Context: an optimization exercise on an open-source flow, tuned for a short achievable clock period and few clock cycles. The choices shown serve that exercise and are no tape-out recipe.
In this exercise RTL edits were held to simulation tests only and were not proved equivalent to the original.
No activity file was given, so power comes from the tool's default toggle rates.

==> flow/design.v (outline; a module is shown in full before it is edited, if it fits) <==
// module antares_top: 37 lines
// module antares_add: 7 lines
// module antares_fastadd: 36 lines
// module antares_mux_2_1: 14 lines
// module antares_mux_4_1: 18 lines
// module antares_pc_register: 11 lines
// module antares_fetch_unit: 186 lines
// module antares_ifid_register: 24 lines
// module antares_reg_file: 18 lines
// module antares_branch_unit: 57 lines
// module antares_control_unit: 206 lines
// module antares_hazard_unit: 117 lines
// module antares_idex_register: 102 lines
// module antares_cloz: 82 lines
// module antares_shifter: 64 lines
// module antares_multiplier: 87 lines
// module antares_divider: 115 lines
// module antares_alu: 245 lines
// module antares_exmem_register: 62 lines
// module antares_load_store_unit: 235 lines
// module antares_memwb_register: 25 lines
// module antares_cpzero: 350 lines
// module antares_core: 696 lines
module antares_top (
    input         clk,
    input         rst,
    output        halted,
    input  [31:0] iport_data_i,
    input         iport_ready,
    output [31:0] iport_address,
    output [3:0]  iport_wr,
    output        iport_enable,
    input  [31:0] dport_data_i,
    input         dport_ready,
    output [31:0] dport_address,
    output [31:0] dport_data_o,
    output [3:0]  dport_wr,
    output        dport_enable
);
  // ...
==> flow/flow/run.sh <==
#!/bin/bash
set -euo pipefail
export SETUP_SLACK_MARGIN=7
bash standard.sh > standard.log 2>&1
==> flow/standard.sh <==
#!/bin/bash
# synth_recipe.tcl (not shown) runs the flow's synth.tcl, then flattens the netlist and writes it again
# the make line also repeats each setting of config.mk as NAME=value (left out here)
make -C /OpenROAD-flow-scripts/flow DESIGN_CONFIG=/design/flow/config.mk WORK_HOME=/design/flow/orfs CLKGATE_MAP_FILE= SYNTH_SCRIPT=/design/flow/synth_recipe.tcl "${@:-finish}"
==> flow/config.mk <==
export PLATFORM = sky130hd
export DESIGN_NAME = antares_top
export DESIGN_NICKNAME = antares_top
export VERILOG_FILES = /design/flow/design.v
export SDC_FILE = /design/flow/constraint.sdc
export NUM_CORES = 4
export LEC_CHECK = 0
export CAP_MARGIN = 20
export CORE_MARGIN = 2
export CORE_UTILIZATION = 40
export SLEW_MARGIN = 20
export TNS_END_PERCENT = 100
==> flow/constraint.sdc <==
create_clock -name core_clock -period 13.0 [get_ports {clk}]
set_input_delay 2.6000 -clock core_clock [delete_from_list [all_inputs] [get_ports {clk}]]
set_output_delay 2.6000 -clock core_clock [all_outputs]
set_load 0.01 [all_outputs]
==> summary.md, run 1 <==
| Metric | Value |
|---|---|
| Gate power share | 0.621 |
| Synth area leader | edfxtp_1 |
| Drt via density | between 6 and 7 |
| Reg2Reg Setup Slack | 5.30 ns |
| Clock buffer count in the final layout | ~450 |
| Area growth from synthesis to layout | 27.0% |
| Grt met2 use | 0.512 |
| Area contributors post-synth | edfxtp_1 21%, dfxtp_1 15%, fa_1 8.0% |
| Period utilization | 0.598 |
| Global route overflow | 0 |
| Crit-path cells | or3_4 > or4_4 > nand2b_4 > a21oi_4 > or4_4 > and3_4 > buf_16 > buf_12 > mux2i_4 > a211oi_4 > a21oi_2 > nand2_1 > o21ai_2 > a21oi_4 > buf_6 |
| Post-Synthesis Cells | 21,700 |
| First-pass GRT wire length | 1340 mm |
| Status | complete, no violations |
| Final min period | 7.78 ns |
| Largest family of logic cells by synthesized area | compound AO/OA/AOI/OAI gates |
| Final worst slack | 5.22 ns |
| Mapped Area | 203,000 µm² |
| Final clock-cell share | 0.0453 |
| Critical-path top delay cell | a211oi_4 |
| Sw Ratio | 0.493 |
| Post-route cell area | 257,000 µm² |
| Net count, final | 24,300 |
| Seq. pwr | 12,800 µW |
| Clock power share | 0.168 |
| Skew-Pair Late Insertion Delay | 1.06 ns |
| Top cell category | multi-input gates |
Testbench counts, summed over its fixed seeds: cycles 90,950.
==> module antares_load_store_unit, before the edit <==
module antares_load_store_unit (
                                input             clk,                 
                                input             rst,                 
                                input             dfetch_enable,       
                                input [31:0]      dfetch_address,      
                                input             ifetch_enable,       
                                input [31:0]      ifetch_address,      
                                output            iport_ok,            
                                output            iport_enable,
                                output [31:0]     iport_address,
                                input [31:0]      iport_data_i,
                                input             ex_mem_op,           
                                input             id_mem_op,           
                                input             ex_plain_load,       
                                input [31:0]      ex_address,          
                                input             ex_to_mem,           
                                input             ex_load,             
                                output            dport_free,          
                                output            store_pending,       
                                input [31:0]      dmem_address,        
                                input [31:0]      dmem_data_i,         
                                input             dmem_halfword,       
                                input             dmem_byte,           
                                input             dmem_read,           
                                input             dmem_write,          
                                input             dmem_sign_extend,    
                                output reg [31:0] dmem_data_o,         
                                input [31:0]      dport_data_i,        
                                input             dport_ready,         
                                input             dport_error,         
                                output [31:0]     dport_address,       
                                output [31:0]     dport_data_o,        
                                output reg [3:0]  dport_wr,            
                                output            dport_enable,        
                                input             exception_ready,
                                input             mem_stall,           
                                input             mem_kernel_mode,     
                                input             mem_llsc,            
                                input             id_eret,             
                                output            exc_address_if,      
                                output            exc_address_l_mem,   
                                output            exc_address_s_mem,   
                                output            dmem_request_stall   
                                );
    wire              exc_invalid_word_iaddress;       
    wire              exc_invalid_space_iaddress;      
    wire              exc_invalid_word_maddress;       
    wire              exc_invalid_half_maddress;       
    wire              exc_invalid_space_maddress;      
    wire              dmem_operation;                  
    wire              data_word;                       
    wire              exc_invalid_maddress;
    wire              write_enable;
    wire              read_enable;
    reg [29:0]        llsc_address;
    reg               llsc_atomic;
    wire              llsc_mem_write_mask;
    assign exc_invalid_word_iaddress  = 1'b0;
    assign exc_invalid_space_iaddress = 0;  
    assign exc_invalid_word_maddress  = (dmem_address[1] | dmem_address[0]) & data_word;
    assign exc_invalid_half_maddress  = dmem_address[0] & dmem_halfword;
    assign exc_invalid_space_maddress = ~mem_kernel_mode & (dmem_address < 32'h2000_0000);
    assign exc_invalid_maddress       = exc_invalid_space_maddress | exc_invalid_word_maddress | exc_invalid_half_maddress;
    assign exc_address_if             = exc_invalid_word_iaddress | exc_invalid_space_iaddress;
    assign exc_address_l_mem          = dmem_read  & exc_invalid_maddress;
    assign exc_address_s_mem          = dmem_write & exc_invalid_maddress;
    assign write_enable               = dmem_write & ~exc_invalid_maddress & ~llsc_mem_write_mask;
    assign read_enable                = dmem_read  & ~exc_invalid_maddress & ~mem_early;
    assign dmem_operation             = (mem_llsc & ~dmem_write & ~mem_early) |
                                        (~exc_invalid_maddress & (dmem_write | (dmem_read & ~mem_early)));
    assign data_word                  = ~(dmem_halfword | dmem_byte);
    reg               d_busy;        
    reg               e_act;         
    reg               e_in_mem;      
    reg               e_pend;        
    reg               e_on_i;        
    reg [31:0]        e_data;
    reg               i_busy;        
    wire              mem_early   = e_act & e_in_mem;
    wire [31:0]       e_port_data = e_on_i ? iport_data_i : dport_data_i;
    wire [31:0]       e_rdata     = e_pend ? e_port_data : e_data;
    reg               dport_done;    
    reg               mem_issued;    
    wire              mem_need    = dmem_operation & ~mem_issued & ~dport_done;
    reg               sb_valid;
    reg [31:0]        sb_addr;
    reg [3:0]         sb_wr;
    reg [31:0]        sb_data;
    wire              sb_drain    = sb_valid & ~d_busy;
    wire              mem_plain_load = dmem_read & ~dmem_write & ~mem_llsc;
    wire              mem_issue_d = mem_need & ~d_busy & ~sb_valid;
    wire              mem_issue_i = mem_need & mem_plain_load & ~mem_issue_d & ~i_busy & ~sb_valid;
    wire              mem_issue   = mem_issue_d | mem_issue_i;
    reg               mem_on_i;
    wire              plain_store = dmem_write;
    wire              store_buf   = mem_need & plain_store & ~mem_issue_d & (~sb_valid | sb_drain);
    wire              store_go    = (mem_issue_d & plain_store) | store_buf;
    wire              mem_wait    = mem_need & ~mem_issue & ~store_go;
    assign store_pending              = sb_valid;
    wire              mem_store_pending = dmem_write & ~mem_issued & ~dport_done;
    wire              d_avail     = ~d_busy & ~mem_need & ~sb_valid;
    wire              early_ok    = ex_plain_load & ~e_act & ~mem_store_pending & ~sb_valid;
    wire              early_d     = early_ok & d_avail;
    wire              early_i     = early_ok & ~d_avail & ~i_busy & ~mem_issue_i;
    wire              early_issue = early_d | early_i;
    assign dmem_request_stall         = mem_need & ~store_go;
    assign dport_free                 = d_avail & ~early_d;
    assign iport_ok                   = ~i_busy & ~early_i & ~mem_issue_i;
    assign dport_enable               = sb_drain | mem_issue_d | early_d | dfetch_enable;
    assign iport_enable               = mem_issue_i | early_i | ifetch_enable;
    assign iport_address              = mem_issue_i ? dmem_address : (early_i ? ex_address : ifetch_address);
    always @(posedge clk) begin
        if (rst) begin
            d_busy     <= 1'b0;
            i_busy     <= 1'b0;
            sb_valid   <= 1'b0;
            mem_issued <= 1'b0;
            mem_on_i   <= 1'b0;
        end
        else begin
            d_busy     <= dport_enable;
            i_busy     <= iport_enable;
            if (store_buf)     sb_valid <= 1'b1;
            else if (sb_drain) sb_valid <= 1'b0;
            mem_issued <= (mem_issue | store_buf) & mem_stall;
            mem_on_i   <= mem_issue_i;
        end
    end
    always @(posedge clk) begin
        if (rst) begin
            e_act  <= 1'b0;
            e_pend <= 1'b0;
        end
        else if (early_issue) begin
            e_act    <= ex_to_mem | ~ex_load;
            e_in_mem <= ex_to_mem;
            e_pend   <= 1'b1;
            e_on_i   <= early_i;
        end
        else begin
            e_pend <= 1'b0;
            if (e_pend) e_data <= e_port_data;
            if (e_act & ~e_in_mem) begin
                if (ex_to_mem)    e_in_mem <= 1'b1;
                else if (ex_load) e_act    <= 1'b0;
            end
            else if (e_act & ~mem_stall) begin
                e_act <= 1'b0;
            end
        end
    end
    reg [31:0]        dport_data_hold;
    wire [31:0]       mem_port_data = mem_on_i ? iport_data_i : dport_data_i;
    wire [31:0]       dport_rdata = mem_early ? e_rdata : ((dport_done) ? dport_data_hold : mem_port_data);
    always @(posedge clk) begin
        if (rst | ~mem_stall) begin
            dport_done <= 1'b0;
        end
        else if (mem_issued) begin
            dport_done <= 1'b1;
        end
    end
    always @(posedge clk) begin
        if (mem_issued & ~dport_done) dport_data_hold <= mem_port_data;
    end
    always @(posedge clk) begin
        llsc_address <= (rst) ? 30'b0 : ( (dmem_read & mem_llsc & ~mem_wait) ? dmem_address[31:2] : llsc_address );
    end
    always @(posedge clk) begin
        if (rst) begin
            llsc_atomic <= 1'h0;
        end
        else if (dmem_read) begin                 
            llsc_atomic <= (mem_llsc & ~mem_wait) ? 1'b1 : llsc_atomic;
        end
        else if (id_eret | (~dmem_request_stall & dmem_write & (dmem_address[31:2] == llsc_address))) begin
            llsc_atomic <= 1'b0;
        end
        else begin
            llsc_atomic <= llsc_atomic;
        end
    end  
    assign llsc_mem_write_mask = (mem_llsc & dmem_write & (~llsc_atomic | (dmem_address[31:2] != llsc_address)));
    assign dport_address = sb_drain ? sb_addr : (mem_issue_d ? dmem_address[31:0] : (early_d ? ex_address : dfetch_address));
    always @(*) begin
        if (dmem_byte) begin
            case (dmem_address[1:0])
                2'b00   : dmem_data_o = (dmem_sign_extend) ? { {24{dport_rdata[7]} },  dport_rdata[7:0] }   : {24'b0, dport_rdata[7:0]};
                2'b01   : dmem_data_o = (dmem_sign_extend) ? { {24{dport_rdata[15]} }, dport_rdata[15:8] }  : {24'b0, dport_rdata[15:8]};
                2'b10   : dmem_data_o = (dmem_sign_extend) ? { {24{dport_rdata[23]} }, dport_rdata[23:16] } : {24'b0, dport_rdata[23:16]};
                2'b11   : dmem_data_o = (dmem_sign_extend) ? { {24{dport_rdata[31]} }, dport_rdata[31:24] } : {24'b0, dport_rdata[31:24]};
                default : dmem_data_o = 32'hx;
            endcase  
        end
        else if (dmem_halfword) begin
            case (dmem_address[1])
                1'b0    : dmem_data_o = (dmem_sign_extend) ? { {16{dport_rdata[15]} }, dport_rdata[15:0] }   : {16'b0, dport_rdata[15:0]};
                1'b1    : dmem_data_o = (dmem_sign_extend) ? { {16{dport_rdata[31]} }, dport_rdata[31:16] }  : {16'b0, dport_rdata[31:16]};
                default : dmem_data_o = 32'hx;
            endcase  
        end
        else if (mem_llsc & dmem_write) begin
            dmem_data_o = 32'h0000_0001;
        end
        else begin
            dmem_data_o = dport_rdata;
        end
    end  
    reg [3:0]  st_wr;
    wire [31:0] st_data;
    always @(posedge clk) begin
        if (store_buf) begin
            sb_addr <= dmem_address;
            sb_wr   <= st_wr;
            sb_data <= st_data;
        end
    end
    always @(*) begin
        dport_wr = sb_drain ? sb_wr : ((mem_issue_d) ? st_wr : 4'b0000);
    end
    always @(*) begin
        st_wr = 4'b0000;
        if (write_enable) begin
             st_wr[3] = (dmem_byte & (dmem_address[1:0] == 2'b11)) | (dmem_halfword & dmem_address[1])  | data_word;
             st_wr[2] = (dmem_byte & (dmem_address[1:0] == 2'b10)) | (dmem_halfword & dmem_address[1])  | data_word;
             st_wr[1] = (dmem_byte & (dmem_address[1:0] == 2'b01)) | (dmem_halfword & ~dmem_address[1]) | data_word;
             st_wr[0] = (dmem_byte & (dmem_address[1:0] == 2'b00)) | (dmem_halfword & ~dmem_address[1]) | data_word;
        end
    end
    assign st_data[31:24] = (dmem_byte) ? dmem_data_i[7:0] : ((dmem_halfword) ? dmem_data_i[15:8] : dmem_data_i[31:24]);
    assign st_data[23:16] = (dmem_byte | dmem_halfword) ? dmem_data_i[7:0] : dmem_data_i[23:16];
    assign st_data[15:8]  = (dmem_byte) ? dmem_data_i[7:0]: dmem_data_i[15:8];
    assign st_data[7:0]   = dmem_data_i[7:0];
    assign dport_data_o   = sb_drain ? sb_data : st_data;
endmodule  
==> module antares_core, before the edit <==
module antares_core #(parameter ENABLE_HW_MULT = 1,
                      parameter ENABLE_HW_DIV = 1,
                      parameter ENABLE_HW_CLOZ = 1
                      )(
                        input         clk,
                        input         rst,
                        output        halted,  
                        input [4:0]   interrupts,  
                        input         nmi,  
                        input [31:0]  iport_data_i,  
                        input         iport_ready,  
                        input         iport_error,  
                        output [31:0] iport_address,  
                        output [3:0]  iport_wr,  
                        output        iport_enable,  
                        input [31:0]  dport_data_i,  
                        input         dport_ready,  
                        input         dport_error,  
                        output [31:0] dport_address,  
                        output [31:0] dport_data_o,  
                        output [3:0]  dport_wr,  
                        output        dport_enable    
                        );
    wire [31:0]         cp0_data_output;         
    wire                dmem_request_stall;      
    wire [7:0]          dp_hazard;               
    wire [4:0]          ex_alu_operation;        
    wire [1:0]          ex_alu_port_a_select;    
    wire [1:0]          ex_alu_port_b_select;    
    wire [31:0]         ex_data_rs;              
    wire [31:0]         ex_data_rt;              
    wire [3:0]          ex_dp_hazard;            
    wire                ex_flush;                
    wire [1:0]          ex_gpr_wa_select;        
    wire                ex_gpr_we;               
    wire                ex_mem_byte;             
    wire                ex_mem_data_sign_ext;    
    wire                ex_mem_halfword;         
    wire                ex_mem_to_gpr_select;    
    wire                ex_mem_write;            
    wire [4:0]          ex_rs;                   
    wire [4:0]          ex_rt;                   
    wire [16:0]         ex_sign_imm16;           
    wire                ex_stall;                
    wire                exc_address_if;          
    wire                exc_address_l_mem;       
    wire                exc_address_s_mem;       
    wire                exc_syscall;             
    wire [1:0]          forward_ex_rs;           
    wire [1:0]          forward_ex_rt;           
    wire [1:0]          forward_id_rs;           
    wire [1:0]          forward_id_rt;           
    wire [4:0]          id_alu_operation;        
    wire [1:0]          id_alu_port_a_select;    
    wire [1:0]          id_alu_port_b_select;    
    wire                id_branch;               
    wire                id_flush;                
    wire [1:0]          id_gpr_wa_select;        
    wire                id_gpr_we;               
    wire [31:0]         id_instruction;          
    wire                id_jump;                 
    wire                id_mem_byte;             
    wire                id_mem_data_sign_ext;    
    wire                id_mem_halfword;         
    wire                id_mem_to_gpr_select;    
    wire                id_mem_write;            
    wire [31:0]         id_pc_add4;              
    wire                id_stall;                
    wire                id_take_branch;          
    wire                if_flush;                
    wire [31:0]         if_new_pc;               
    wire [31:0]         if_pc;                   
    wire [31:0]         if_pc_add4;              
    wire                if_stall;                
    wire                imem_request_stall;      
    wire [31:0]         mem_alu_result;          
    wire                mem_flush;               
    wire [4:0]          mem_gpr_wa;              
    wire                mem_gpr_we;              
    wire                mem_mem_byte;            
    wire                mem_mem_data_sign_ext;   
    wire                mem_mem_halfword;        
    wire [31:0]         mem_mem_store_data;      
    wire                mem_mem_to_gpr_select;   
    wire                mem_mem_write;           
    wire                mem_stall;               
    wire [31:0]         pc_branch_address;       
    wire [31:0]         wb_alu_data;             
    wire [4:0]          wb_gpr_wa;               
    wire                wb_gpr_we;               
    wire                wb_mem_to_gpr_select;    
    wire [31:0]         wb_read_data;            
    wire                wb_stall;                
    wire [5:0]          opcode;
    wire [4:0]          op_rs;
    wire [4:0]          op_rt;
    wire [4:0]          op_rd;
    wire [5:0]          op_function;
    wire [15:0]         op_imm16;
    wire [25:0]         op_imm26;
    wire [2:0]          op_cp0_select;
    wire    [31:0]  if_instruction;
    wire    [31:0]  id_gpr_rs;
    wire    [31:0]  id_gpr_rt;
    wire    [31:0]  wb_gpr_wd;
    wire    [31:0]  id_forward_rs;
    wire    [31:0]  id_forward_rt;
    wire    [31:0]  ex_forward_rs;
    wire    [31:0]  ex_forward_rt;
    wire    [31:0]  ex_alu_result;
    wire            ex_request_stall;
    wire    [31:0]  ex_alu_port_a;
    wire    [31:0]  ex_alu_port_b;
    wire    [4:0]   ex_gpr_wa;
    wire    [31:0]  mem_read_data;
    wire            halt_0;
    wire            id_mfc0;
    wire            id_mtc0;
    wire            id_eret;
    wire            id_cp1_instruction;
    wire            id_cp2_instruction;
    wire            id_cp3_instruction;
    wire            exc_overflow;
    wire            exc_trap;
    wire            exc_breakpoint;
    wire            exc_reserved;
    wire    [31:0]  id_exception_pc;
    wire    [31:0]  ex_exception_pc;
    wire    [31:0]  mem_exception_pc;
    wire            id_exception_source;
    wire            ex_exception_source;
    wire            mem_exception_source;
    wire            id_is_flushed;
    wire            if_is_bds;
    wire            id_is_bds;
    wire            ex_is_bds;
    wire            mem_is_bds;
    wire            id_kernel_mode;
    wire            ex_kernel_mode;
    wire            mem_kernel_mode;
    wire            if_exception_stall;
    wire            id_exception_stall;
    wire            ex_exception_stall;
    wire            mem_exception_stall;
    wire            exception_pc_select;
    wire    [31:0]  pc_exception;
    wire    [31:0]  pc_pre_exc_selection;
    wire            id_llsc;
    wire            ex_llsc;
    wire            mem_llsc;
    wire            id_movn;
    wire            id_movz;
    wire            ex_movn;
    wire            ex_movz;
    wire            ex_b_is_zero;
    wire            id_trap;
    wire            ex_trap;
    wire            id_trap_condition;
    wire            ex_trap_condition;
    wire            mem_trap;
    wire            mem_trap_condition;
    wire            id_id_exception_source;
    wire            id_ex_exception_source;
    wire            id_mem_exception_source;
    wire            ex_ex_exception_source;
    wire            ex_mem_exception_source;
    wire            mem_mem_exception_source;
    wire            id_imm_sign_ext;
    wire    [31:0]  ex_cp0_data;
    wire            exception_ready;
    wire            pc_source_select;
    wire            if_stall_pc_register;
    wire            ifid_stall;
    wire [7:0]      haz_dp_hazards;
    assign opcode                = id_instruction[31:26];
    assign op_rs                 = id_instruction[25:21];
    assign op_rt                 = id_instruction[20:16];
    assign op_rd                 = id_instruction[15:11];
    assign op_function           = id_instruction[5:0];
    assign op_imm16              = id_instruction[15:0];
    assign op_imm26              = id_instruction[25:0];
    assign op_cp0_select         = id_instruction[2:0];
    assign id_exception_source   = id_id_exception_source | id_ex_exception_source | id_mem_exception_source;
    assign ex_exception_source   = ex_ex_exception_source | ex_mem_exception_source;
    assign mem_exception_source  = mem_mem_exception_source;
    assign if_is_bds             = id_take_branch;
    assign exc_trap              = mem_trap & (mem_trap_condition ^ (mem_alu_result == 32'b0));
    assign pc_source_select      = (id_take_branch & id_branch) | id_jump;
    assign ifid_stall            = id_stall & ~exception_ready;
    assign haz_dp_hazards = {dp_hazard[7:4], ex_dp_hazard};
    wire    store_pending;
    assign halted  = halt_0 & ~store_pending;
    wire        if_avail;
    wire        dfetch_enable;
    wire [31:0] dfetch_address;
    wire        dport_free;
    wire        iport_ok;
    wire        ifetch_enable;
    wire [31:0] ifetch_address;
    wire        fetch_br_redirect = pc_source_select & ~id_stall & ~halt_0 & ~exception_pc_select;
    wire        fetch_redirect = exception_pc_select | fetch_br_redirect;
    wire        spec_regimm = (opcode == 6'b00_0001) & ((op_rt == 5'b00000) | (op_rt == 5'b00001) |
                                                             (op_rt == 5'b10000) | (op_rt == 5'b10001));
    wire        spec_cond   = (opcode == 6'b00_0100) | (opcode == 6'b00_0101) | (opcode == 6'b00_0110) | (opcode == 6'b00_0111) | spec_regimm;
    wire        spec_jump   = (opcode == 6'b00_0010) | (opcode == 6'b00_0011);
    wire        spec_req    = spec_jump | (spec_cond & op_imm16[15]);
    wire        if_jump        = (if_instruction[31:26] == 6'b00_0010) | (if_instruction[31:26] == 6'b00_0011);
    wire [31:0] if_spec_target = if_jump ? {if_pc_add4[31:28], if_instruction[25:0], 2'b00}
                                         : if_pc_add4 + {{14{if_instruction[15]}}, if_instruction[15:0], 2'b00};
    reg  [31:0] spec_target;
    always @(posedge clk) begin
        if (rst)
            spec_target <= 32'b0;
        else if (~(id_stall & ~exception_ready))
            spec_target <= if_spec_target;
    end
    wire [31:0] fetch_target   = exception_pc_select ? pc_exception : pc_branch_address;
    wire        fetch_pop      = if_avail & ~id_stall;
    wire        ex_mem_op      = ex_mem_write | ex_llsc;
    wire        id_mem_op      = id_mem_to_gpr_select | id_mem_write;
    wire        id_rs_inflight;
    wire [31:0] ex_ld_addr;
    wire        ex_ld_ok;
    wire [31:0] id_ld_addr = id_forward_rs + {{16{op_imm16[15]}}, op_imm16};
    wire        id_ld_ok   = id_mem_to_gpr_select & ~id_mem_write & ~id_rs_inflight;
    antares_fetch_unit fetch_unit (
                                   .clk              (clk),
                                   .rst              (rst),
                                   .pop              (fetch_pop),
                                   .redirect         (fetch_redirect),
                                   .br_redirect      (fetch_br_redirect),
                                   .id_load          (~(id_stall & ~exception_ready)),
                                   .spec_req         (spec_req),
                                   .spec_target      (spec_target[31:0]),
                                   .target           (fetch_target[31:0]),
                                   .halt             (halt_0),
                                   .iport_ok         (iport_ok),
                                   .dport_ok         (dport_free),
                                   .iport_data_i     (iport_data_i[31:0]),
                                   .dport_data_i     (dport_data_i[31:0]),
                                   .iport_enable     (ifetch_enable),
                                   .iport_address    (ifetch_address[31:0]),
                                   .dfetch_enable    (dfetch_enable),
                                   .dfetch_address   (dfetch_address[31:0]),
                                   .if_avail         (if_avail),
                                   .if_instruction   (if_instruction[31:0]),
                                   .if_pc            (if_pc[31:0]));
    assign iport_wr           = 4'b0000;
    assign if_pc_add4         = if_pc + 32'd4;
    wire        id_exception_raw;
    wire        ex_hilo_wait;
    wire        ex_stall_other;
    wire        ex_hilo_protect = ex_hilo_wait & ~ex_stall_other;
    wire        idex_flush      = id_flush & ~ex_hilo_protect;
    wire        id_exception_held;
    reg         id_first;
    always @(posedge clk) begin
        id_first <= rst ? 1'b0 : ~(id_stall & ~exception_ready);
    end
    wire        id_exc_hold = id_first & id_exception_held;
    reg  [3:0]  ex_match_r;                  
    wire        mx_id_rs_w  = dp_hazard[3] | dp_hazard[2];
    wire        mx_id_rt_w  = dp_hazard[1] | dp_hazard[0];
    wire        mx_ex_we    = (ex_movz | ex_movn) ? ((ex_movn & ~ex_b_is_zero) | (ex_movz & ex_b_is_zero)) : ex_gpr_we;
    wire        mx_ex_wa_nz = |ex_gpr_wa;
    wire        mx_mem_wa_nz = |mem_gpr_wa;
    wire        c_id_ex_rs  = mx_id_rs_w & (op_rs == ex_gpr_wa) & mx_ex_wa_nz & mx_ex_we;
    wire        c_id_ex_rt  = mx_id_rt_w & (op_rt == ex_gpr_wa) & mx_ex_wa_nz & mx_ex_we;
    wire        c_id_mem_rs = mx_id_rs_w & (op_rs == mem_gpr_wa) & mx_mem_wa_nz & mem_gpr_we;
    wire        c_id_mem_rt = mx_id_rt_w & (op_rt == mem_gpr_wa) & mx_mem_wa_nz & mem_gpr_we;
    wire        nex_is_ex   = ex_stall & ~idex_flush;
    wire        nex_is_id   = ~ex_stall & ~(id_stall | idex_flush);
    always @(posedge clk) begin
        if (rst)
            ex_match_r <= 4'b0;
        else if (mem_stall)
            ex_match_r <= idex_flush ? 4'b0 : ex_match_r;
        else begin
            ex_match_r[3] <= nex_is_id & ~ex_flush & c_id_ex_rs;
            ex_match_r[2] <= nex_is_id & ~ex_flush & c_id_ex_rt;
            ex_match_r[1] <= ~mem_flush & (nex_is_ex ? ex_match_r[3] : (nex_is_id & c_id_mem_rs));
            ex_match_r[0] <= ~mem_flush & (nex_is_ex ? ex_match_r[2] : (nex_is_id & c_id_mem_rt));
        end
    end
    wire        exception_ready_nex;
    assign imem_request_stall = (~if_avail | id_exc_hold) & ~exception_ready_nex;
    antares_ifid_register IFID_register ( 
                                         .if_exception_pc       (if_pc[31:0]),
                                         .id_instruction        (id_instruction[31:0]),
                                         .id_pc_add4            (id_pc_add4[31:0]),
                                         .id_exception_pc       (id_exception_pc[31:0]),
                                         .id_is_bds             (id_is_bds),
                                         .id_is_flushed         (id_is_flushed),
                                         .clk                   (clk),
                                         .rst                   (rst),
                                         .if_instruction        (if_instruction[31:0]),
                                         .if_pc_add4            (if_pc_add4[31:0]),
                                         .if_is_bds             (if_is_bds),
                                         .if_flush              (if_flush),
                                         .if_stall              (if_stall),
                                         .id_stall              (ifid_stall));
    antares_reg_file GPR ( 
                          .gpr_rd_a   (id_gpr_rs[31:0]),
                          .gpr_rd_b   (id_gpr_rt[31:0]),
                          .clk        (clk),
                          .gpr_ra_a   (op_rs[4:0]),
                          .gpr_ra_b   (op_rt[4:0]),
                          .gpr_wa     (wb_gpr_wa[4:0]),
                          .gpr_wd     (wb_gpr_wd[31:0]),
                          .gpr_we     (wb_gpr_we)
                           );
    antares_branch_unit branch_unit0 ( 
                                      .id_data_rs       (id_forward_rs[31:0]),
                                      .id_data_rt       (id_forward_rt[31:0]),
                                      .pc_branch_address(pc_branch_address[31:0]),
                                      .id_take_branch   (id_take_branch),
                                      .opcode           (opcode[5:0]),
                                      .id_pc_add4       (id_pc_add4[31:0]),
                                      .op_imm26         (op_imm26[25:0]));
    antares_control_unit #( 
                           .ENABLE_HW_MULT      (ENABLE_HW_MULT),
                           .ENABLE_HW_DIV       (ENABLE_HW_DIV),
                           .ENABLE_HW_CLOZ      (ENABLE_HW_CLOZ))
                         control_unit0 ( 
                                        .id_syscall              (exc_syscall),
                                        .id_breakpoint           (exc_breakpoint),
                                        .id_reserved             (exc_reserved),
                                        .dp_hazard               (dp_hazard[7:0]),
                                        .id_imm_sign_ext         (id_imm_sign_ext),
                                        .id_movn                 (id_movn),
                                        .id_movz                 (id_movz),
                                        .id_llsc                 (id_llsc),
                                        .id_mfc0                 (id_mfc0),
                                        .id_mtc0                 (id_mtc0),
                                        .id_eret                 (id_eret),
                                        .id_cp1_instruction      (id_cp1_instruction),
                                        .id_cp2_instruction      (id_cp2_instruction),
                                        .id_cp3_instruction      (id_cp3_instruction),
                                        .id_id_exception_source  (id_id_exception_source),
                                        .id_ex_exception_source  (id_ex_exception_source),
                                        .id_mem_exception_source (id_mem_exception_source),
                                        .id_trap                 (id_trap),
                                        .id_trap_condition       (id_trap_condition),
                                        .id_gpr_we               (id_gpr_we),
                                        .id_mem_to_gpr_select    (id_mem_to_gpr_select),
                                        .id_alu_operation        (id_alu_operation[4:0]),
                                        .id_alu_port_a_select    (id_alu_port_a_select[1:0]),
                                        .id_alu_port_b_select    (id_alu_port_b_select[1:0]),
                                        .id_gpr_wa_select        (id_gpr_wa_select[1:0]),
                                        .id_jump                 (id_jump),
                                        .id_branch               (id_branch),
                                        .id_mem_write            (id_mem_write),
                                        .id_mem_byte             (id_mem_byte),
                                        .id_mem_halfword         (id_mem_halfword),
                                        .id_mem_data_sign_ext    (id_mem_data_sign_ext),
                                        .opcode                  (opcode[5:0]),
                                        .op_function             (op_function[5:0]),
                                        .op_rs                   (op_rs[4:0]),
                                        .op_rt                   (op_rt[4:0]));
    antares_mux_4_1 ForwardRsID ( 
                                   .out    (id_forward_rs[31:0]),
                                   .in0    (id_gpr_rs[31:0]),
                                   .in1    (mem_alu_result[31:0]),
                                   .in2    (wb_gpr_wd[31:0]),
                                   .in3    (32'bx),
                                   .select (forward_id_rs[1:0])
                                    );
    antares_mux_4_1 ForwardRtID ( 
                                   .out    (id_forward_rt[31:0]),
                                   .in0    (id_gpr_rt[31:0]),
                                   .in1    (mem_alu_result[31:0]),
                                   .in2    (wb_gpr_wd[31:0]),
                                   .in3    (32'bx),
                                   .select (forward_id_rt[1:0])
                                    );
    antares_idex_register IDEX_register ( 
                                         .id_data_rs              (id_forward_rs[31:0]),
                                         .id_data_rt              (id_forward_rt[31:0]),
                                         .id_sign_imm16           (op_imm16[15:0]),
                                         .id_cp0_data             (cp0_data_output[31:0]),
                                         .id_rs                   (op_rs[4:0]),
                                         .id_rt                   (op_rt[4:0]),
                                         .id_dp_hazard            (dp_hazard[3:0]),
                                         .ex_alu_operation        (ex_alu_operation[4:0]),
                                         .ex_data_rs              (ex_data_rs[31:0]),
                                         .ex_data_rt              (ex_data_rt[31:0]),
                                         .ex_gpr_we               (ex_gpr_we),
                                         .ex_mem_to_gpr_select    (ex_mem_to_gpr_select),
                                         .ex_mem_write            (ex_mem_write),
                                         .ex_alu_port_a_select    (ex_alu_port_a_select[1:0]),
                                         .ex_alu_port_b_select    (ex_alu_port_b_select[1:0]),
                                         .ex_gpr_wa_select        (ex_gpr_wa_select[1:0]),
                                         .ex_mem_byte             (ex_mem_byte),
                                         .ex_mem_halfword         (ex_mem_halfword),
                                         .ex_mem_data_sign_ext    (ex_mem_data_sign_ext),
                                         .ex_rs                   (ex_rs[4:0]),
                                         .ex_rt                   (ex_rt[4:0]),
                                         .ex_dp_hazard            (ex_dp_hazard[3:0]),
                                         .ex_sign_imm16           (ex_sign_imm16[16:0]),
                                         .ex_cp0_data             (ex_cp0_data[31:0]),
                                         .ex_exception_pc         (ex_exception_pc[31:0]),
                                         .ex_movn                 (ex_movn),
                                         .ex_movz                 (ex_movz),
                                         .ex_llsc                 (ex_llsc),
                                         .ex_kernel_mode          (ex_kernel_mode),
                                         .ex_is_bds               (ex_is_bds),
                                         .ex_trap                 (ex_trap),
                                         .ex_trap_condition       (ex_trap_condition),
                                         .ex_ex_exception_source  (ex_ex_exception_source),
                                         .ex_mem_exception_source (ex_mem_exception_source),
                                         .clk                     (clk),
                                         .rst                     (rst),
                                         .id_alu_operation        (id_alu_operation[4:0]),
                                         .id_gpr_we               (id_gpr_we),
                                         .id_mem_to_gpr_select    (id_mem_to_gpr_select),
                                         .id_mem_write            (id_mem_write),
                                         .id_alu_port_a_select    (id_alu_port_a_select[1:0]),
                                         .id_alu_port_b_select    (id_alu_port_b_select[1:0]),
                                         .id_gpr_wa_select        (id_gpr_wa_select[1:0]),
                                         .id_mem_byte             (id_mem_byte),
                                         .id_mem_halfword         (id_mem_halfword),
                                         .id_mem_data_sign_ext    (id_mem_data_sign_ext),
                                         .id_imm_sign_ext         (id_imm_sign_ext),
                                         .id_exception_pc         (id_exception_pc[31:0]),
                                         .id_movn                 (id_movn),
                                         .id_movz                 (id_movz),
                                         .id_llsc                 (id_llsc),
                                         .id_kernel_mode          (id_kernel_mode),
                                         .id_is_bds               (id_is_bds),
                                         .id_trap                 (id_trap),
                                         .id_trap_condition       (id_trap_condition),
                                         .id_ex_exception_source  (id_ex_exception_source),
                                         .id_mem_exception_source (id_mem_exception_source),
                                         .id_flush                (idex_flush),
                                         .id_stall                (id_stall),
                                         .ex_stall                (ex_stall),
                                         .ex_refresh              (ex_request_stall),
                                         .id_ld_addr              (id_ld_addr[31:0]),
                                         .id_ld_ok                (id_ld_ok),
                                         .ex_ld_addr              (ex_ld_addr[31:0]),
                                         .ex_ld_ok                (ex_ld_ok),
                                         .ex_forward_rs           (ex_forward_rs[31:0]),
                                         .ex_forward_rt           (ex_forward_rt[31:0]));
    antares_alu #( 
                  .ENABLE_HW_MULT       (ENABLE_HW_MULT),
                  .ENABLE_HW_DIV        (ENABLE_HW_DIV),
                  .ENABLE_HW_CLOZ       (ENABLE_HW_CLOZ))
                execution_unit ( 
                                .ex_request_stall (ex_request_stall),
                                .ex_hilo_wait     (ex_hilo_wait),
                                .ex_alu_result    (ex_alu_result[31:0]),
                                .ex_b_is_zero     (ex_b_is_zero),
                                .exc_overflow     (exc_overflow),
                                .clk              (clk),
                                .rst              (rst),
                                .ex_alu_port_a    (ex_alu_port_a[31:0]),
                                .ex_alu_port_b    (ex_alu_port_b[31:0]),
                                .ex_alu_operation (ex_alu_operation[4:0]),
                                .ex_stall         (ex_stall),
                                .ex_flush         (ex_flush),
                                .ex_load          (~(ex_stall & ~idex_flush)),
                                .id_exception     (id_exception_raw));
    antares_mux_4_1 forward_rs_ex ( 
                                   .out    (ex_forward_rs[31:0]),
                                   .in0    (ex_data_rs[31:0]),
                                   .in1    (mem_alu_result[31:0]),
                                   .in2    (wb_gpr_wd[31:0]),
                                   .in3    (32'bx),
                                   .select (forward_ex_rs[1:0])
                                    );
    antares_mux_4_1 forward_rt_ex ( 
                                   .out    (ex_forward_rt[31:0]),
                                   .in0    (ex_data_rt[31:0]),
                                   .in1    (mem_alu_result[31:0]),
                                   .in2    (wb_gpr_wd[31:0]),
                                   .in3    (32'bx),
                                   .select (forward_ex_rt[1:0])
                                    );
    antares_mux_4_1 ALUPortA ( 
                              .out    (ex_alu_port_a[31:0]),
                              .in0    (ex_forward_rs[31:0]),
                              .in1    ({27'b0, ex_sign_imm16[10:6]}),  
                              .in2    (32'd8),  
                              .in3    (32'd16),
                              .select (ex_alu_port_a_select[1:0])
                               );
    antares_mux_4_1 ALUPortB ( 
                              .out    (ex_alu_port_b[31:0]),
                              .in0    (ex_forward_rt[31:0]),
                              .in1    ({{15{ex_sign_imm16[16]}}, ex_sign_imm16[16:0]}),
                              .in2    (ex_exception_pc[31:0]),
                              .in3    (ex_cp0_data[31:0]),
                              .select (ex_alu_port_b_select[1:0])
                               );
    antares_mux_4_1 #(.WIDTH(5))
        mux_reg_wa( 
                   .out    (ex_gpr_wa[4:0]),
                   .in0    (ex_sign_imm16[15:11]),  
                   .in1    (ex_rt[4:0]),
                   .in2    (5'b11111),  
                   .in3    (5'b00000),  
                   .select (ex_gpr_wa_select[1:0])
                    );
    antares_exmem_register EXMEM_register ( 
                                           .ex_mem_store_data        (ex_forward_rt[31:0]),
                                           .mem_alu_result           (mem_alu_result[31:0]),
                                           .mem_mem_store_data       (mem_mem_store_data[31:0]),
                                           .mem_gpr_wa               (mem_gpr_wa[4:0]),
                                           .mem_gpr_we               (mem_gpr_we),
                                           .mem_mem_to_gpr_select    (mem_mem_to_gpr_select),
                                           .mem_mem_write            (mem_mem_write),
                                           .mem_mem_byte             (mem_mem_byte),
                                           .mem_mem_halfword         (mem_mem_halfword),
                                           .mem_mem_data_sign_ext    (mem_mem_data_sign_ext),
                                           .mem_exception_pc         (mem_exception_pc[31:0]),
                                           .mem_llsc                 (mem_llsc),
                                           .mem_kernel_mode          (mem_kernel_mode),
                                           .mem_is_bds               (mem_is_bds),
                                           .mem_trap                 (mem_trap),
                                           .mem_trap_condition       (mem_trap_condition),
                                           .mem_mem_exception_source (mem_mem_exception_source),
                                           .clk                      (clk),
                                           .rst                      (rst),
                                           .ex_alu_result            (ex_alu_result[31:0]),
                                           .ex_gpr_wa                (ex_gpr_wa[4:0]),
                                           .ex_gpr_we                (ex_gpr_we),
                                           .ex_mem_to_gpr_select     (ex_mem_to_gpr_select),
                                           .ex_mem_write             (ex_mem_write),
                                           .ex_mem_byte              (ex_mem_byte),
                                           .ex_mem_halfword          (ex_mem_halfword),
                                           .ex_mem_data_sign_ext     (ex_mem_data_sign_ext),
                                           .ex_exception_pc          (ex_exception_pc[31:0]),
                                           .ex_movn                  (ex_movn),
                                           .ex_movz                  (ex_movz),
                                           .ex_b_is_zero             (ex_b_is_zero),
                                           .ex_llsc                  (ex_llsc),
                                           .ex_kernel_mode           (ex_kernel_mode),
                                           .ex_is_bds                (ex_is_bds),
                                           .ex_trap                  (ex_trap),
                                           .ex_trap_condition        (ex_trap_condition),
                                           .ex_mem_exception_source  (ex_mem_exception_source),
                                           .ex_flush                 (ex_flush),
                                           .ex_stall                 (ex_stall),
                                           .mem_stall                (mem_stall));
    antares_memwb_register MEMWB_register ( 
                                           .mem_alu_data          (mem_alu_result[31:0]),
                                           .wb_read_data          (wb_read_data[31:0]),
                                           .wb_alu_data           (wb_alu_data[31:0]),
                                           .wb_gpr_wa             (wb_gpr_wa[4:0]),
                                           .wb_mem_to_gpr_select  (wb_mem_to_gpr_select),
                                           .wb_gpr_we             (wb_gpr_we),
                                           .clk                   (clk),
                                           .rst                   (rst),
                                           .mem_read_data         (mem_mem_to_gpr_select ? mem_read_data[31:0] : mem_alu_result[31:0]),
                                           .mem_gpr_wa            (mem_gpr_wa[4:0]),
                                           .mem_mem_to_gpr_select (mem_mem_to_gpr_select),
                                           .mem_gpr_we            (mem_gpr_we),
                                           .mem_flush             (mem_flush),
                                           .mem_stall             (mem_stall),
                                           .wb_stall              (wb_stall));
    assign wb_gpr_wd = wb_read_data;
    antares_hazard_unit hazard_unit0 ( 
                                      .id_rs               (op_rs[4:0]),
                                      .id_rt               (op_rt[4:0]),
                                      .mem_mem_read        (mem_mem_to_gpr_select),
                                      .DP_Hazards          (haz_dp_hazards[7:0]),
                                      .forward_id_rs       (forward_id_rs[1:0]),
                                      .forward_id_rt       (forward_id_rt[1:0]),
                                      .forward_ex_rs       (forward_ex_rs[1:0]),
                                      .forward_ex_rt       (forward_ex_rt[1:0]),
                                      .if_stall            (if_stall),
                                      .id_stall            (id_stall),
                                      .ex_stall            (ex_stall),
                                      .mem_stall           (mem_stall),
                                      .wb_stall            (wb_stall),
                                      .ex_stall_other      (ex_stall_other),
                                      .id_rs_inflight      (id_rs_inflight),
                                      .id_exc_hold         (id_exc_hold),
                                      .ex_match_r          (ex_match_r),
                                      .ex_rs               (ex_rs[4:0]),
                                      .ex_rt               (ex_rt[4:0]),
                                      .ex_gpr_wa           (ex_gpr_wa[4:0]),
                                      .mem_gpr_wa          (mem_gpr_wa[4:0]),
                                      .wb_gpr_wa           (wb_gpr_wa[4:0]),
                                      .ex_gpr_we           (ex_gpr_we),
                                      .mem_gpr_we          (mem_gpr_we),
                                      .wb_gpr_we           (wb_gpr_we),
                                      .mem_mem_write       (mem_mem_write),
                                      .ex_request_stall    (ex_request_stall),
                                      .dmem_request_stall  (dmem_request_stall),
                                      .imem_request_stall  (imem_request_stall),
                                      .if_exception_stall  (if_exception_stall),
                                      .id_exception_stall  (id_exception_stall),
                                      .ex_exception_stall  (ex_exception_stall),
                                      .mem_exception_stall (mem_exception_stall));
    antares_load_store_unit load_store_unit0 ( 
                                              .dmem_data_o        (mem_read_data[31:0]),
                                              .dfetch_enable      (dfetch_enable),
                                              .dfetch_address     (dfetch_address[31:0]),
                                              .ifetch_enable      (ifetch_enable),
                                              .ifetch_address     (ifetch_address[31:0]),
                                              .iport_ok           (iport_ok),
                                              .iport_enable       (iport_enable),
                                              .iport_address      (iport_address[31:0]),
                                              .iport_data_i       (iport_data_i[31:0]),
                                              .ex_mem_op          (ex_mem_op),
                                              .id_mem_op          (id_mem_op),
                                              .ex_plain_load      (ex_mem_to_gpr_select & ~ex_mem_write & ex_ld_ok),
                                              .ex_address         (ex_ld_addr[31:0]),
                                              .ex_to_mem          (~ex_stall & ~ex_flush),
                                              .ex_load            (~(ex_stall & ~idex_flush)),
                                              .dport_free         (dport_free),
                                              .store_pending      (store_pending),
                                              .dmem_address       (mem_alu_result[31:0]),
                                              .dmem_data_i        (mem_mem_store_data[31:0]),
                                              .dmem_halfword      (mem_mem_halfword),
                                              .dmem_byte          (mem_mem_byte),
                                              .dmem_read          (mem_mem_to_gpr_select),
                                              .dmem_write         (mem_mem_write),
                                              .dmem_sign_extend   (mem_mem_data_sign_ext),
                                              .dport_address      (dport_address[31:0]),
                                              .dport_data_o       (dport_data_o[31:0]),
                                              .dport_wr           (dport_wr[3:0]),
                                              .dport_enable       (dport_enable),
                                              .exc_address_if     (exc_address_if),
                                              .exc_address_l_mem  (exc_address_l_mem),
                                              .exc_address_s_mem  (exc_address_s_mem),
                                              .dmem_request_stall (dmem_request_stall),
                                              .mem_stall          (mem_stall),
                                              .clk                (clk),
                                              .rst                (rst),
                                              .dport_data_i       (dport_data_i[31:0]),
                                              .dport_ready        (dport_ready),
                                              .dport_error        (dport_error),
                                              .exception_ready    (exception_ready),
                                              .mem_kernel_mode    (mem_kernel_mode),
                                              .mem_llsc           (mem_llsc),
                                              .id_eret            (id_eret));
    antares_cpzero cpzero0 ( 
                            .halt                 (halt_0),
                            .mfc0                 (id_mfc0),
                            .mtc0                 (id_mtc0),
                            .eret                 (id_eret),
                            .cp1_instruction      (id_cp1_instruction),
                            .cp2_instruction      (id_cp2_instruction),
                            .cp3_instruction      (id_cp3_instruction),
                            .register_address     (op_rd[4:0]),
                            .select               (op_cp0_select[2:0]),
                            .data_input           (id_forward_rt[31:0]),
                            .exc_nmi              (nmi),
                            .exc_ibus_error       (iport_error),
                            .exc_dbus_error       (dport_error),
                            .bad_address_if       (if_pc[31:0]),
                            .bad_address_mem      (mem_alu_result[31:0]),
                            .cp0_data_output      (cp0_data_output[31:0]),
                            .id_kernel_mode       (id_kernel_mode),
                            .if_exception_stall   (if_exception_stall),
                            .id_exception_stall   (id_exception_stall),
                            .ex_exception_stall   (ex_exception_stall),
                            .mem_exception_stall  (mem_exception_stall),
                            .if_flush             (if_flush),
                            .id_flush             (id_flush),
                            .ex_flush             (ex_flush),
                            .mem_flush            (mem_flush),
                            .exception_ready      (exception_ready),
                            .id_exception_raw     (id_exception_raw),
                            .exception_ready_nex  (exception_ready_nex),
                            .id_exception_held    (id_exception_held),
                            .exception_pc_select  (exception_pc_select),
                            .pc_exception         (pc_exception[31:0]),
                            .clk                  (clk),
                            .if_stall             (if_stall),
                            .id_stall             (id_stall),
                            .interrupts           (interrupts[4:0]),
                            .rst                  (rst),
                            .exc_address_if       (exc_address_if),
                            .exc_address_l_mem    (exc_address_l_mem),
                            .exc_address_s_mem    (exc_address_s_mem),
                            .exc_overflow         (exc_overflow),
                            .exc_trap             (exc_trap),
                            .exc_syscall          (exc_syscall),
                            .exc_breakpoint       (exc_breakpoint),
                            .exc_reserved         (exc_reserved),
                            .id_exception_pc      (id_exception_pc[31:0]),
                            .ex_exception_pc      (ex_exception_pc[31:0]),
                            .mem_exception_pc     (mem_exception_pc[31:0]),
                            .id_exception_source  (id_exception_source),
                            .ex_exception_source  (ex_exception_source),
                            .ex_hilo_wait         (ex_hilo_protect),
                            .mem_exception_source (mem_exception_source),
                            .id_is_flushed        (id_is_flushed),
                            .if_is_bds            (if_is_bds),
                            .id_is_bds            (id_is_bds),
                            .ex_is_bds            (ex_is_bds),
                            .mem_is_bds           (mem_is_bds));
endmodule  
==> inputs of run 2 (changes only) <==
--- a/flow/design.v
+++ b/flow/design.v
@@ -1555,8 +1555,7 @@
     assign exc_address_s_mem          = dmem_write & exc_invalid_maddress;
     assign write_enable               = dmem_write & ~exc_invalid_maddress & ~llsc_mem_write_mask;
     assign read_enable                = dmem_read  & ~exc_invalid_maddress & ~mem_early;
-    assign dmem_operation             = (mem_llsc & ~dmem_write & ~mem_early) |
-                                        (~exc_invalid_maddress & (dmem_write | (dmem_read & ~mem_early)));
+    assign dmem_operation             = (write_enable ^ read_enable) | mem_llsc;
     assign data_word                  = ~(dmem_halfword | dmem_byte);
     reg               d_busy;        
     reg               e_act;         
@@ -1581,10 +1580,10 @@
     wire              mem_issue_i = mem_need & mem_plain_load & ~mem_issue_d & ~i_busy & ~sb_valid;
     wire              mem_issue   = mem_issue_d | mem_issue_i;
     reg               mem_on_i;
-    wire              plain_store = dmem_write;
+    wire              mem_wait    = mem_need & ~mem_issue;
+    wire              plain_store = dmem_write & ~mem_llsc;
     wire              store_buf   = mem_need & plain_store & ~mem_issue_d & (~sb_valid | sb_drain);
     wire              store_go    = (mem_issue_d & plain_store) | store_buf;
-    wire              mem_wait    = mem_need & ~mem_issue & ~store_go;
     assign store_pending              = sb_valid;
     wire              mem_store_pending = dmem_write & ~mem_issued & ~dport_done;
     wire              d_avail     = ~d_busy & ~mem_need & ~sb_valid;
@@ -1659,8 +1658,8 @@
         if (rst) begin
             llsc_atomic <= 1'h0;
         end
-        else if (dmem_read) begin                 
-            llsc_atomic <= (mem_llsc & ~mem_wait) ? 1'b1 : llsc_atomic;
+        else if (dmem_read & ~mem_wait) begin      
+            llsc_atomic <= (mem_llsc) ? 1'b1 : llsc_atomic;
         end
         else if (id_eret | (~dmem_request_stall & dmem_write & (dmem_address[31:2] == llsc_address))) begin
             llsc_atomic <= 1'b0;
@@ -1689,7 +1688,7 @@
             endcase  
         end
         else if (mem_llsc & dmem_write) begin
-            dmem_data_o = 32'h0000_0001;
+            dmem_data_o = (llsc_atomic & (dmem_address[31:2] == llsc_address)) ? 32'h0000_0001 : 32'h0000_0000;
         end
         else begin
             dmem_data_o = dport_rdata;
@@ -2321,7 +2320,7 @@
     wire [31:0] ex_ld_addr;
     wire        ex_ld_ok;
     wire [31:0] id_ld_addr = id_forward_rs + {{16{op_imm16[15]}}, op_imm16};
-    wire        id_ld_ok   = id_mem_to_gpr_select & ~id_mem_write & ~id_rs_inflight;
+    wire        id_ld_ok   = id_mem_to_gpr_select & ~id_mem_write & ~id_llsc & ~id_rs_inflight;
     antares_fetch_unit fetch_unit (
                                    .clk              (clk),
                                    .rst              (rst),
@@ -2650,14 +2649,19 @@
                                            .wb_gpr_we             (wb_gpr_we),
                                            .clk                   (clk),
                                            .rst                   (rst),
-                                           .mem_read_data         (mem_mem_to_gpr_select ? mem_read_data[31:0] : mem_alu_result[31:0]),
+                                           .mem_read_data         (mem_read_data[31:0]),
                                            .mem_gpr_wa            (mem_gpr_wa[4:0]),
                                            .mem_mem_to_gpr_select (mem_mem_to_gpr_select),
                                            .mem_gpr_we            (mem_gpr_we),
                                            .mem_flush             (mem_flush),
                                            .mem_stall             (mem_stall),
                                            .wb_stall              (wb_stall));
-    assign wb_gpr_wd = wb_read_data;
+    antares_mux_2_1 mux_mem_ex_result ( 
+                                       .out    (wb_gpr_wd[31:0]),
+                                       .in0    (wb_alu_data[31:0]),
+                                       .in1    (wb_read_data[31:0]),
+                                       .select (wb_mem_to_gpr_select)
+                                        );
     antares_hazard_unit hazard_unit0 ( 
                                       .id_rs               (op_rs[4:0]),
                                       .id_rt               (op_rt[4:0]),
@@ -2704,7 +2708,7 @@
                                               .iport_data_i       (iport_data_i[31:0]),
                                               .ex_mem_op          (ex_mem_op),
                                               .id_mem_op          (id_mem_op),
-                                              .ex_plain_load      (ex_mem_to_gpr_select & ~ex_mem_write & ex_ld_ok),
+                                              .ex_plain_load      (ex_mem_to_gpr_select & ~ex_mem_write & ~ex_llsc & ex_ld_ok),
                                               .ex_address         (ex_ld_addr[31:0]),
                                               .ex_to_mem          (~ex_stall & ~ex_flush),
                                               .ex_load            (~(ex_stall & ~idex_flush)),
==> flow/run.sh (new file) <==
#!/bin/bash
# synth_recipe.tcl (not shown) runs the flow's synth.tcl, then flattens the netlist and writes it again
# the make line also repeats each setting of config.mk as NAME=value (left out here)
make -C /OpenROAD-flow-scripts/flow DESIGN_CONFIG=/design/flow/config.mk WORK_HOME=/design/flow/orfs CLKGATE_MAP_FILE= SYNTH_SCRIPT=/design/flow/synth_recipe.tcl finish
--- a/flow/config.mk
+++ b/flow/config.mk
@@ -8,5 +8,6 @@
 export CAP_MARGIN = 20
 export CORE_MARGIN = 2
 export CORE_UTILIZATION = 40
+export SETUP_SLACK_MARGIN = 5
 export SLEW_MARGIN = 20
 export TNS_END_PERCENT = 100
removed: flow/flow/run.sh
removed: flow/standard.sh
==> summary.md, run 2 <==
| Metric | Value |
|---|---|
| Area growth from synthesis to layout | 11.4% |
| Top Registers | core.GPR.registers: 992 flops, core.fetch_unit.instr: 128 flops, core.fetch_unit.pc: 120 flops |
| Multi-input logic area | 120,000 µm² |
| Worst clock skew | 0.143 ns |
| Layout fillers | 48,500 |
| Global route overflow | 0 (unchanged) |
| Initial antenna violation count | 59 |
| Total GRT Usage | 0.313 |
| Crit path DAT | 8.72 ns |
| Wire length per cell | 29.4 µm |
| Core Footprint | between 500,000 and 600,000 µm² |
| Number of remaining DRC errors | 0 |
| Hold Crit Class | reg2reg |
| Power per Cell Area | 218 nW/µm² |
| Synth Register Bits | 2,974 |
| Synth unique cells | between 100 and 150 |
| Critical Path RT | 13.67 ns |
| Sequential share of the synthesized area | 0.364 |
| Cells after DPL | approximately 28,000 |
| Post-synth top cells | 2,668 x nand2_1, 1,762 x nor2_1, 1,530 x dfxtp_1 |
| WS Path Type | reg2reg |
| H-tree level count | 5 |
| Skew-Pair Late Insertion Delay | 1.07 ns (about the same) |
| Pre-antenna DRT Iters | 12 |
| Final instance count without filler cells | 28,600 |
| Ys Warns | 27 |
| Met3 usage | 0.101 |
| Routed WL | 839 mm |
| Net count, final | 23,200 (-4.7%) |
| Most used flip-flop cell after synthesis | dfxtp_1 |
| Global routing's busiest layer | met2 |
| Top reg by flops | core.GPR.registers |
| Syn_area_per_cell | around 9 µm² |
| ANT nets after route | 0 |
| Share of cells above drive strength 1 | 0.104 |
| Rows | 261 |
| GRT met1 Usage | 0.431 |
| Synth async-reset ratio | 0 |
| Fmax achieved | 0.124 GHz |
| Final min period | 8.04 ns (+0.263 ns) |
| CTS Buf Count | 342 |
| Synth area leader | edfxtp_1 |
| Status | complete, no violations |
| Post-Synthesis Cells | 22,000 (+1.1%) |
| Fin Hold WS | 0.356 ns |
| Vias in the first global route | roughly 170k |
| EDFF count, synth | 1,444 |
| Most frequent cells in the layout | 2,655 x nand2_1, 1,710 x nor2_1, 1,473 x dfxtp_1 |
| Max-cap violations | 0 |
| Peak supply drop | 287 µV |
| Startpoint Class | register |
| First-pass GRT wire length | 1190 mm (-12%) |
| P_leak | 0.0851 µW |
| Worst setup EP type | register |
| Final TNS setup | 0 ns |
| Most common cell after layout, fill and taps aside | nand2_1 |
| Final Hold Vio Count | 0 |
| Initial Util | 0.402 |
| Die X | just over 700 µm |
| Period utilization | 0.619 (+0.0203) |
| Max FFs per register | 992 |
| HPWL after DPL | 582 mm |
| Max Buffers Root-to-Sink | 4 |
| Sequential Area | 74,100 µm² |
| Area contributors post-synth | edfxtp_1 21%, dfxtp_1 15%, fa_1 8.0% |
| Worst-Margin Slew | ~1.3 ns |
| Placer congestion estimate | 1.03 |
| # IOs | approximately 180 |
| RSZ-0062 raised after global routing | true |
| Clk sinks | 2,974 |
| Vias | 180,000 |
| Drt via density | 6.29 (-3.2%) |
| PortBufs | 168 |
| CTS tree | yes |
| Share of the synthesized area in the top cell type | 0.213 |
| DRT iter0 DRCs | 26,000 |
| Rel. slew slack | 0.108 |
| Count of final setup violators | 0 |
| Mapped Area | 204,000 µm² (+0.49%) |
| Die area | around 500,000 µm² |
| Fin. max-slew vios | 0 |
| Largest net degree at the start of global routing | 165 |
| Die height | 717 µm |
| Crit Path Max Fanout | 42 |
| Grt met2 use | 0.438 (-0.0739) |
| Most frequent cell after synthesis | nand2_1 |
| Reg2Reg Setup Slack | 4.96 ns (-0.34 ns) |
| Root Driver | clkbuf_16 |
| CTS clk-pin slew, worst paths | about 0.06 ns |
-- run 2: changes by cell type in the layout (fill, tap and decap cells not counted), sizes merged, moves of 49 or more --
cell,delta
o31ai,+49
nor3,+66
o21ai,+104
mux2i,+134
clkbuf,-55
nor2,-180
mux4,-71
buf,-1282
nand4,+60
a22oi,-99
nand3,+58
clkdlybuf4s50,+77
a211oi,-53
a21oi,-88
-- run 2: stage by stage --
stage	util	area (µm²)	total power (µW)	worst slack [ns]
6_report	0.448	227000	49300	4.96
5_1_grt	0.448	227000	50600	4.85
4_1_cts	0.445	225000	47700	5.00
3_5_place_dp	0.421	213000	37600	2.78
3_3_place_gp	0.421	213000	37400	2.77
2_1_floorplan	-	204000	27000	5.01
-- run 2: critical path, cell delays in order (launching register included) --
cell and delay [ns]:
dfxtp_4 0.42, buf_12 0.16, mux2i_2 0.98, a21oi_1 0.26, o32ai_2 0.31, buf_4 0.31, xor2_1 0.11, ha_1 0.46
nor3_1 0.08, nor2_1 0.20, o2111ai_1 0.20, a21boi_2 0.33, a211oi_4 0.09, buf_4 0.17, o31ai_4 0.40, a211oi_2 0.12
or2_2 0.42, o32ai_2 0.65, buf_4 0.27, nand2_8 0.23, nor4_4 0.24, buf_4 0.53, buf_4 0.56
-- run 2: final cells by class --
cell class,instances,area share
diodes,36,0.000397
clock buffers,459,0.0417
clock inverters,173,0.00814
inverters,1328,0.0222
multi-input cells,16000,0.530
flip-flops and latches,2974,0.327
well taps,6706,0.0370
repair buffers,862,0.0333
repair inverters,3,0.0000662
-- run 2: per-layer routing --
| layer | up-vias | part of all wire |
|---|---|---|
| met5 | - | 0.0010 |
| met4 | 41 | 0.061 |
| met3 | 2213 | 0.13 |
| met2 | 11500 | 0.40 |
| met1 | 88300 | 0.40 |
| li1 | 77700 | - |
-- run 2: final timing paths --
| kind | start | end | cells past startpoint |
|---|---|---|---|
| worst max-delay path | core.MEMWB_register.wb_mem_to_gpr_select | core.execution_unit.md_b[9] | 22 |
| worst min-delay path | core.execution_unit.mult.result_ll_0[14] | core.execution_unit.mult.result_ll_1[14] | 1 |
| worst max register to register | core.MEMWB_register.wb_mem_to_gpr_select | core.execution_unit.md_b[9] | 22 |
| worst min register to register | core.execution_unit.mult.result_ll_0[14] | core.execution_unit.mult.result_ll_1[14] | 1 |
-- run 2: power breakdown --
part	switching [µW]	total, µW	internal [µW]
combinational	18600	26700	8110
clock	4330	9910	5580
sequential	1230	12700	11400
-- run 2: repair_timing --
item                       4_1_cts  5_1_grt
setup buffers                   23       32
gates cloned                     5        6
setup endpoints to repair     1201      536
gates resized for setup        153      143
hold buffers                     0        0
pin swaps                        6       14
-- run 2: kinds of logic after synthesis --
kind of cell,count (synthesis),share of synthesized area
AO/OA/AOI/OAI,5153,0.162
XOR/XNOR,802,0.0345
buffers and inverters,2956,0.0551
AND/OR/NAND/NOR,6855,0.154
adder cells (fa/ha/maj),1587,0.128
other,1,0.0000184
flip-flops,2974,0.364
multiplexers,1631,0.103
Testbench counts of run 2, summed over its fixed seeds: cycles 91,406.

## port drivers added, routing unchanged
No port has a modelled driver above. Below, the same layouts with a new extraction and two added sets of constraints. Step 1 assumes that a clkbuf_16 drives the clock port and a buf_2 every other input. Step 2 adds t to the input delays and takes it off the output delays; t is the mean of the earliest and latest rising clock arrival at the registers after step 1. Input paths then give back, and output paths get back, about the clock's delay inside the block. Three values: ideal ports, drivers, drivers and shift; two values: the first two.
run | shift t [ns] | slack for setup (ns) | worst hold slack (ns)
run 1 | 1.140 | 5.221 / 5.098 / 5.300 | 0.415 / 0.415 / 0.415
run 2 | 1.117 | 4.958 / 4.917 / 4.431 | 0.356 / 0.356 / 0.356
After both steps every run listed still meets setup and hold. For run 2, which loses most, drivers alone change the setup slack by -0.041 ns; drivers and shift together by -0.527 ns.
